Context: an optimization exercise on an open-source flow, tuned for small area. The choices shown serve that exercise and are no tape-out recipe. The RTL was checked by simulation tests, not by an equivalence proof against the original design.

## design/flow/config.mk

```make
export PLATFORM = sky130hd
export DESIGN_NAME = chen_cordic
export DESIGN_NICKNAME = chen_cordic
export VERILOG_FILES = /design/flow/design.v
export SDC_FILE = /design/flow/constraint.sdc
export NUM_CORES = 4
export LEC_CHECK = 0
export CAP_MARGIN = 20
export CORE_MARGIN = 2
export CORE_UTILIZATION = 40
export SLEW_MARGIN = 20
```

## design/flow/constraint.sdc

```tcl
create_clock -name core_clock -period 6.5 [get_ports {clk}]
set_input_delay 1.3000 -clock core_clock [delete_from_list [all_inputs] [get_ports {clk}]]
set_output_delay 1.3000 -clock core_clock [all_outputs]
set_load 0.01 [all_outputs]
```

## design/flow/design.v

```verilog
module  chen_cordic #(
    parameter ROTATE_TYPE = "ROTATE",   
    parameter DATABITS = 17,   
    parameter ITERATIONS = 16   
    )(
    input clk,
    input rst_n,
    input Validin,
    input signed [DATABITS-1:0] Xin,
    input signed [DATABITS-1:0] Yin,  
    input signed [17:0] Ain,
    output reg Validout,
    output reg signed [DATABITS-1:0] Xout,
    output reg signed [DATABITS-1:0] Yout,
    output reg signed [17:0] Aout
    );
    localparam pi = 18'sd102943;  
    localparam half_pi = 18'sd51471;   
    localparam K = 16'sb0100110110111010; 
    reg signed [DATABITS-1:0] xtemp,ytemp;
    reg signed [17:0] atemp;
generate
if (ROTATE_TYPE == "ROTATE") begin: Rotating
    always@(posedge clk)
    if(!rst_n)
        {xtemp,ytemp,atemp} <= 0;
    else if( Ain <= half_pi && Ain >= -half_pi)     
        begin
            xtemp <= Xin;
            ytemp <= Yin;
            atemp <= Ain;
        end
    else if( Ain > half_pi )
        begin
            xtemp <= -Xin;
            ytemp <= -Yin;
            atemp <= Ain - pi;
        end
    else if( Ain < -half_pi )
        begin
            xtemp <= -Xin;
            ytemp <= -Yin;
            atemp <= Ain + pi;
        end
end else if(ROTATE_TYPE == "VECTOR") begin : Vectoring
    always@(posedge clk)
    if(!rst_n)
        {xtemp,ytemp,atemp} <= 0;
    else if(Xin>=0)
        begin
            xtemp <= Xin;
            ytemp <= Yin;
            atemp <= 0;
        end
    else if( Xin < 0 && Yin >= 0 )   
        begin 
            xtemp <= -Xin;
            ytemp <= -Yin;
            atemp <= +pi;
        end
    else if( Xin < 0 && Yin < 0 )
        begin 
            xtemp <= -Xin;
            ytemp <= -Yin;
            atemp <= -pi;
        end
end
endgenerate
    wire [DATABITS-1:0] x[ITERATIONS:0];
    wire [DATABITS-1:0] y[ITERATIONS:0];
    wire [17:0] a[ITERATIONS:0];
    assign { x[0],y[0],a[0] } = {xtemp,ytemp,atemp};
    genvar i;
    generate for(i=0;i<=ITERATIONS-1;i=i+1) begin
      rotator #(
        .ROTATE_TYPE(ROTATE_TYPE),
        .ITERATE_INDEX(i),
        .DATABITS(DATABITS),
        .angle(angle(i))
      ) inst_rotator (clk,rst_n,x[i],y[i],a[i],x[i+1],y[i+1],a[i+1]);
    end 
    endgenerate
    reg [ITERATIONS:0] valid_temp;
    always@(posedge clk)
    if(~rst_n)
        valid_temp <= 0;
    else 
        valid_temp <= {valid_temp[ITERATIONS-1:0],Validin};
    reg Validout_reg;
    reg signed [DATABITS+16-1:0] Xout_reg,Yout_reg;
    reg signed [17:0] Aout_reg;
    always@(posedge clk)
    if(!rst_n)
        begin
            { Validout_reg,Xout_reg,Yout_reg,Aout_reg } <= 0;
            { Validout,Xout,Yout,Aout } <= 0;
        end
    else 
        begin
            Validout_reg <= valid_temp[ITERATIONS];
            Xout_reg <= K*$signed(x[ITERATIONS]);
            Yout_reg <= K*$signed(y[ITERATIONS]);
            Aout_reg <= a[ITERATIONS];
            if(Validout_reg)
                begin
                    Validout <= Validout_reg;
                    Xout <= Xout_reg[DATABITS+14:15];
                    Yout <= Yout_reg[DATABITS+14:15];
                    Aout <= Aout_reg;
                end
            else 
                { Validout,Xout,Yout,Aout } <= 0;
        end
function signed [18:0] angle;   
  input [3:0] i;
  begin
    case (i)
    4'b0000: angle = 18'd25736 ;    
    4'b0001: angle = 18'd15192;     
    4'b0010: angle = 18'd8027;      
    4'b0011: angle = 18'd4075;      
    4'b0100: angle = 18'd2045;      
    4'b0101: angle = 18'd1024;      
    4'b0110: angle = 18'd512;       
    4'b0111: angle = 18'd256;       
    4'b1000: angle = 18'd128;       
    4'b1001: angle = 18'd64;        
    4'b1010: angle = 18'd32;        
    4'b1011: angle = 18'd16;        
    4'b1100: angle = 18'd8;         
    4'b1101: angle = 18'd4;         
    4'b1110: angle = 18'd2;         
    4'b1111: angle = 18'd1;         
    endcase
  end
endfunction
endmodule
module rotator(clk,rst_n,xin,yin,ain,xout,yout,aout);
    parameter ROTATE_TYPE = "ROTATE";   
    parameter ITERATE_INDEX = 0;
    parameter DATABITS = 17;
    parameter signed [17:0] angle=0;
    input clk;
    input rst_n;
    input signed [DATABITS-1:0] xin,yin;
    input signed [17:0] ain;
    output reg signed [DATABITS-1:0] xout,yout;
    output reg signed [17:0] aout;
generate
    if (ROTATE_TYPE == "ROTATE") begin: Rotating
    always@(posedge clk)
    if(!rst_n)
        {xout,yout,aout} <= 0;
    else if(ain < 0)
        begin       
            xout <= xin + (yin>>>ITERATE_INDEX);
            yout <= yin - (xin>>>ITERATE_INDEX);
            aout <= ain + angle;
        end
    else 
        begin
            xout <= xin - (yin>>>ITERATE_INDEX);
            yout <= yin + (xin>>>ITERATE_INDEX);
            aout <= ain - angle;
        end
    end else if(ROTATE_TYPE == "VECTOR") begin : Vectoring
    always@(posedge clk)
    if(!rst_n)
        {xout,yout,aout} <= 0;
    else if(yin > 0)
        begin       
            xout <= xin + (yin>>>ITERATE_INDEX);
            yout <= yin - (xin>>>ITERATE_INDEX);
            aout <= ain + angle;
        end
    else 
        begin
            xout <= xin - (yin>>>ITERATE_INDEX);
            yout <= yin + (xin>>>ITERATE_INDEX);
            aout <= ain - angle;
        end
end
endgenerate
endmodule
```

## design/flow/run.sh

```bash
#!/bin/bash
# synth_recipe.tcl (not shown) runs the flow's synth.tcl, then flattens the netlist and writes it again
# the make line also repeats each setting of config.mk as NAME=value (left out here)
make -C /OpenROAD-flow-scripts/flow DESIGN_CONFIG=/design/flow/config.mk WORK_HOME=/design/flow/orfs CLKGATE_MAP_FILE= SYNTH_SCRIPT=/design/flow/synth_recipe.tcl finish
```

==> results_tabular.tex <==
\begin{tabular}{lr}
\hline
Metric & Value \\
\hline
\multicolumn{2}{l}{\textbf{Run status}} \\
Run status & complete, no violations \\
\multicolumn{2}{l}{\textbf{Cells and area}} \\
Net total in the final layout & 9,812 \\
Commonest non-fill, non-tap cell in the layout & sky130\_fd\_sc\_hd\_\_nor2\_1 \\
Proportion of layout cells with a drive suffix above 1 & 0.03387 \\
Most frequent cells in the layout & 1,065 x sky130\_fd\_sc\_hd\_\_nor2\_1, 1,019 x sky130\_fd\_sc\_hd\_\_ha\_1, 1,004 x sky130\_fd\_sc\_hd\_\_dfxtp\_1 \\
Max FFs per register & between 200 and 300 \\
Largest register by flop count & genblk2.inst\_rotator.aout \\
Regs by FF count & genblk2.inst\_rotator.aout: 288 flops, genblk2.inst\_rotator.xout: 272 flops, genblk2.inst\_rotator.yout: 271 flops \\
Final standard cell count with taps included and fillers excluded & 10,930 \\
Cell area after layout & just over 80,000 um\^{}2 \\
Relative area change from synthesis to final layout & 10.93\% \\
\multicolumn{2}{l}{\textbf{GRT}} \\
Antenna violations before repair & 2 \\
First-pass GRT wire length & 276.4 mm \\
Overall global routing resource usage & 0.1785 \\
Number of global-route vias before repair & 56,000 \\
Maximum number of pins on one net before global-route repair & 198 \\
Residual overflow from global routing & 0 \\
\multicolumn{2}{l}{\textbf{Timing}} \\
Share of the clock period used by the worst path & 0.9468 \\
Setup repair after global routing missed its margin & no \\
Final period demand of the worst path & 6.154 ns \\
Setup-failing EPs final & 0 \\
Total negative slack for setup checks & 0 ns \\
Final Max Slew Viols & 0 \\
Setup slack after layout & between 0.3 and 0.4 ns \\
Peak Freq & $\sim$160 MHz \\
Transition time at the pin with the least slew margin & 1.072 ns \\
Worst relative slew slack & 0.2671 \\
Final Hold Fails & 0 \\
Post-route clock skew & $\sim$0.025 ns \\
\multicolumn{2}{l}{\textbf{Placed design}} \\
Cell area after placement & 76,170 um\^{}2 \\
Number of buffer cells added on primary ports & 107 \\
Post-placement setup slack & roughly 0.24 ns \\
Weighted congestion reported at the end of routability-driven placement & roughly 0.86 \\
Post-DP HPWL & 131.0 mm \\
Cell count after placement & 10,720 \\
\multicolumn{2}{l}{\textbf{Floorplan}} \\
Die area & 184,800 um\^{}2 \\
Standard-cell row count & 156 \\
Initial core utilization & 0.4019 \\
Core area & 180,500 um\^{}2 \\
Overall die height & 429.9 um \\
Die width & 429.9 um \\
Top-level I/O count & 108 \\
\multicolumn{2}{l}{\textbf{Routing}} \\
DR WL met2 & 81.15 mm \\
Wire length per cell after detailed routing & between 15 and 20 um \\
Remaining number of nets flagged by the antenna check after routing & 0 \\
Vias post-DR & 56,110 \\
Routed via count divided by cell count & 5.132 \\
Wire length on met1 & around 77 mm \\
Total length of routed wires & 166.1 mm \\
Met3 WL & about 4.6 mm \\
Remaining routing DRC violations & 0 \\
Total iterations of the first detailed-routing run & 5 \\
Highest routed layer & met4 \\
Iteration-0 DRC count of the detailed router & 2,449 \\
\multicolumn{2}{l}{\textbf{Synth}} \\
Post-synthesis adder-cell area fraction & 0.2513 \\
Share of synthesized cell area in and, or, nand and nor gates & 0.1627 \\
Netlist Area Pre-Place & around 73,000 um\^{}2 \\
Mapped Avg Cell Area & roughly 8.6 um\^{}2 \\
Most used flip-flop cell after synthesis & sky130\_fd\_sc\_hd\_\_dfxtp\_1 \\
Number of unique standard cell types used by synthesis & 69 \\
Post-synthesis net count & 9,749 \\
Sequential cell area fraction in the yosys report & 0.2776 \\
Fraction of synthesized cell area in xor and xnor cells & 0.09958 \\
Number of enable flip-flop cells after synthesis & 0 \\
Asr flop ratio synth & 0 \\
Gate count of the mapped netlist & 8,401 \\
Seq cells post-synth & between 1,000 and 1,500 \\
Proportion of synthesized area in mux cells & 0.01012 \\
Area fraction in compound gates after synthesis & 0.1460 \\
Total of warnings raised by yosys & 17 \\
Dominant combinational cell family by area after synthesis & adder cells \\
\multicolumn{2}{l}{\textbf{Flow run}} \\
Maxcap violations & 0 \\
\multicolumn{2}{l}{\textbf{Worst setup path}} \\
Required time of the worst setup path & 7.12 ns \\
CP endpoint kind & flop \\
Reg-to-reg startpoint & genblk2[15].inst\_rotator.yout[8] \\
Type of origin of the critical path & flop \\
R2r setup slk & about 0.35 ns \\
Number of cell instances on the worst register-to-register path & 21 \\
Maximum net fanout on the critical path & 5 \\
Worst reg2reg path endpoint & Yout\_reg[28] \\
Classification of the worst setup path & reg2reg \\
Arrival time of data at the critical path endpoint & 6.77 ns \\
\multicolumn{2}{l}{\textbf{Clock tree}} \\
Worst-case clock buffer depth & 3 \\
Clock latency at the later pin of the worst-skew pair & 0.74 ns \\
Number of sinks driven by the clock tree & $\sim$1,000 \\
Cell at the root of the clock tree & sky130\_fd\_sc\_hd\_\_clkbuf\_16 \\
Setup repair bufs after CTS & 0 \\
Clock buffers created by TritonCTS & 114 \\
Clock tree from TritonCTS & built \\
Maximum level of the CTS H-tree & 3 \\
Clock transition at path regs & 0.06 ns \\
\multicolumn{2}{l}{\textbf{Worst hold path}} \\
Hold Path Cell Cnt & 1 \\
Worst hold path endpoint & genblk2[6].inst\_rotator.aout[7] \\
Source of the worst hold timing path & genblk2[5].inst\_rotator.aout[7] \\
Path category of the worst min-delay check & reg2reg \\
\hline
\end{tabular}
[through the flow]
step | util | hold slack, ns
6_report | 0.4458 | 0.4260
5_1_grt | 0.4458 | 0.4361
3_5_place_dp | 0.4219 | 0.4154
2_1_floorplan | - | 0.4057
3_3_place_gp | 0.4219 | 0.4147
4_1_cts | 0.4457 | 0.4276
[final cells by class]
type	count	area, um^2
multi-input cells	6375	48620
inverters	828	3115
repair buffers	139	1354
fillers	17690	100100
diodes	2	5.005
clock buffers	147	3197
well taps	2370	2965
clock inverters	66	1096
flip-flops and latches	1006	20140
[per-layer routing]
| layer | track usage | vias to the layer above |
|---|---|---|
| met3 | 0.02036 | 196 |
| met4 | 0.04456 | 0 |
| li1 | - | 28670 |
| met5 | 0 | - |
| met2 | 0.3185 | 691 |
| met1 | 0.2277 | 26550 |
[cell usage after synthesis, types with 43 or more instances]
cell | count | area [um^2]
sky130_fd_sc_hd__nand4_1 | 50 | 312.8
sky130_fd_sc_hd__nand2_1 | 332 | 1246
sky130_fd_sc_hd__or3_1 | 43 | 269.0
sky130_fd_sc_hd__a31oi_1 | 60 | 375.4
sky130_fd_sc_hd__o21ai_0 | 303 | 1516
sky130_fd_sc_hd__a21o_1 | 242 | 1817
sky130_fd_sc_hd__a21oi_1 | 637 | 3188
sky130_fd_sc_hd__nand3_1 | 106 | 530.5
sky130_fd_sc_hd__o21bai_1 | 127 | 953.4
sky130_fd_sc_hd__fa_1 | 274 | 5485
sky130_fd_sc_hd__xor2_1 | 327 | 2864
sky130_fd_sc_hd__ha_1 | 1019 | 12750
sky130_fd_sc_hd__and3_1 | 116 | 725.7
sky130_fd_sc_hd__nor3_1 | 243 | 1216
sky130_fd_sc_hd__nand2b_1 | 99 | 619.3
sky130_fd_sc_hd__nor2_1 | 1065 | 3998
sky130_fd_sc_hd__dfxtp_1 | 1006 | 20140
sky130_fd_sc_hd__xnor2_1 | 498 | 4362
sky130_fd_sc_hd__clkbuf_1 | 179 | 671.9
sky130_fd_sc_hd__inv_1 | 824 | 3093
sky130_fd_sc_hd__and2_1 | 208 | 1301
sky130_fd_sc_hd__nor2b_1 | 96 | 600.6
sky130_fd_sc_hd__nor3b_1 | 57 | 427.9
sky130_fd_sc_hd__nor4_1 | 47 | 294.0
sky130_fd_sc_hd__mux2i_1 | 52 | 520.5
[worst max-delay path, cell delays in order, from the launching register on]
cell and delay (ns):
sky130_fd_sc_hd__dfxtp_1 0.48, sky130_fd_sc_hd__ha_1 0.31, sky130_fd_sc_hd__inv_1 0.14, sky130_fd_sc_hd__fa_1 0.43
sky130_fd_sc_hd__fa_1 0.52, sky130_fd_sc_hd__inv_1 0.07, sky130_fd_sc_hd__fa_1 0.50, sky130_fd_sc_hd__fa_1 0.56
sky130_fd_sc_hd__inv_1 0.06, sky130_fd_sc_hd__fa_1 0.53, sky130_fd_sc_hd__inv_1 0.05, sky130_fd_sc_hd__ha_1 0.33
sky130_fd_sc_hd__nand4_1 0.14, sky130_fd_sc_hd__a211oi_1 0.10, sky130_fd_sc_hd__a2111oi_2 0.46, sky130_fd_sc_hd__o21a_1 0.22
sky130_fd_sc_hd__o21ai_1 0.14, sky130_fd_sc_hd__a31o_2 0.31, sky130_fd_sc_hd__or2_2 0.30, sky130_fd_sc_hd__a21oi_1 0.18
sky130_fd_sc_hd__xor2_1 0.15, sky130_fd_sc_hd__nor2_1 0.05
[what timing repair did]
action / in CTS / in global routing
hold buffers: 0 / 0
endpoints found under the setup margin: 0 / 3
endpoints found under the hold margin: 0 / 0
resized for setup: 0 / 5
[logic make-up after synthesis]
logic type,after synthesis
buffers and inverters,1020
adder cells (fa/ha/maj),1293
multiplexers,71
flip-flops,1006
AND/OR/NAND/NOR,2494
XOR/XNOR,825
AO/OA/AOI/OAI,1692
[how the worst max path moves through the flow]
| stage | startpoint | to | slack, ns | cells past startpoint |
|---|---|---|---|---|
| after floorplan | genblk2[15].inst_rotator.xout[7] | Xout_reg[28] | 0.88 | 21 |
| after detailed placement | genblk2[15].inst_rotator.yout[7] | Yout_reg[31] | 0.24 | 21 |
| final | genblk2[15].inst_rotator.yout[8] | Yout_reg[28] | 0.35 | 21 |
| after CTS | genblk2[15].inst_rotator.yout[7] | Yout_reg[31] | 0.22 | 21 |
| after global placement | genblk2[15].inst_rotator.yout[7] | Yout_reg[31] | 0.33 | 21 |
| after global routing | genblk2[15].inst_rotator.yout[8] | Yout_reg[31] | 0.009 | 21 |

-- what the ideal ports hide --
The flow's constraints put no driver on any port. The routed layout listed below was extracted and timed again, unchanged, in two steps.
Step 1 sets driving cells, clkbuf_16 on the clock port and buf_2 on the other inputs (assumed; they add their load-dependent delay and slew).
Step 2 moves the port delays by t, midway between the first and last clock arrival at a register: inputs arrive t later, outputs are due t later. That takes back most of the time a late clock gives input paths.
a / b / c = no drivers / after step 1 / after step 2; a / b = the first two.
t (ns): 0.815
slack for setup (ns): 0.346 / 0.346 / 0.346
latest minus earliest clock arrival (ns): 0.034 / 0.034
After both steps this run still meets setup and hold. The setup slack of this run moves by 0.000 ns with the drivers and by 0.000 ns with both steps.
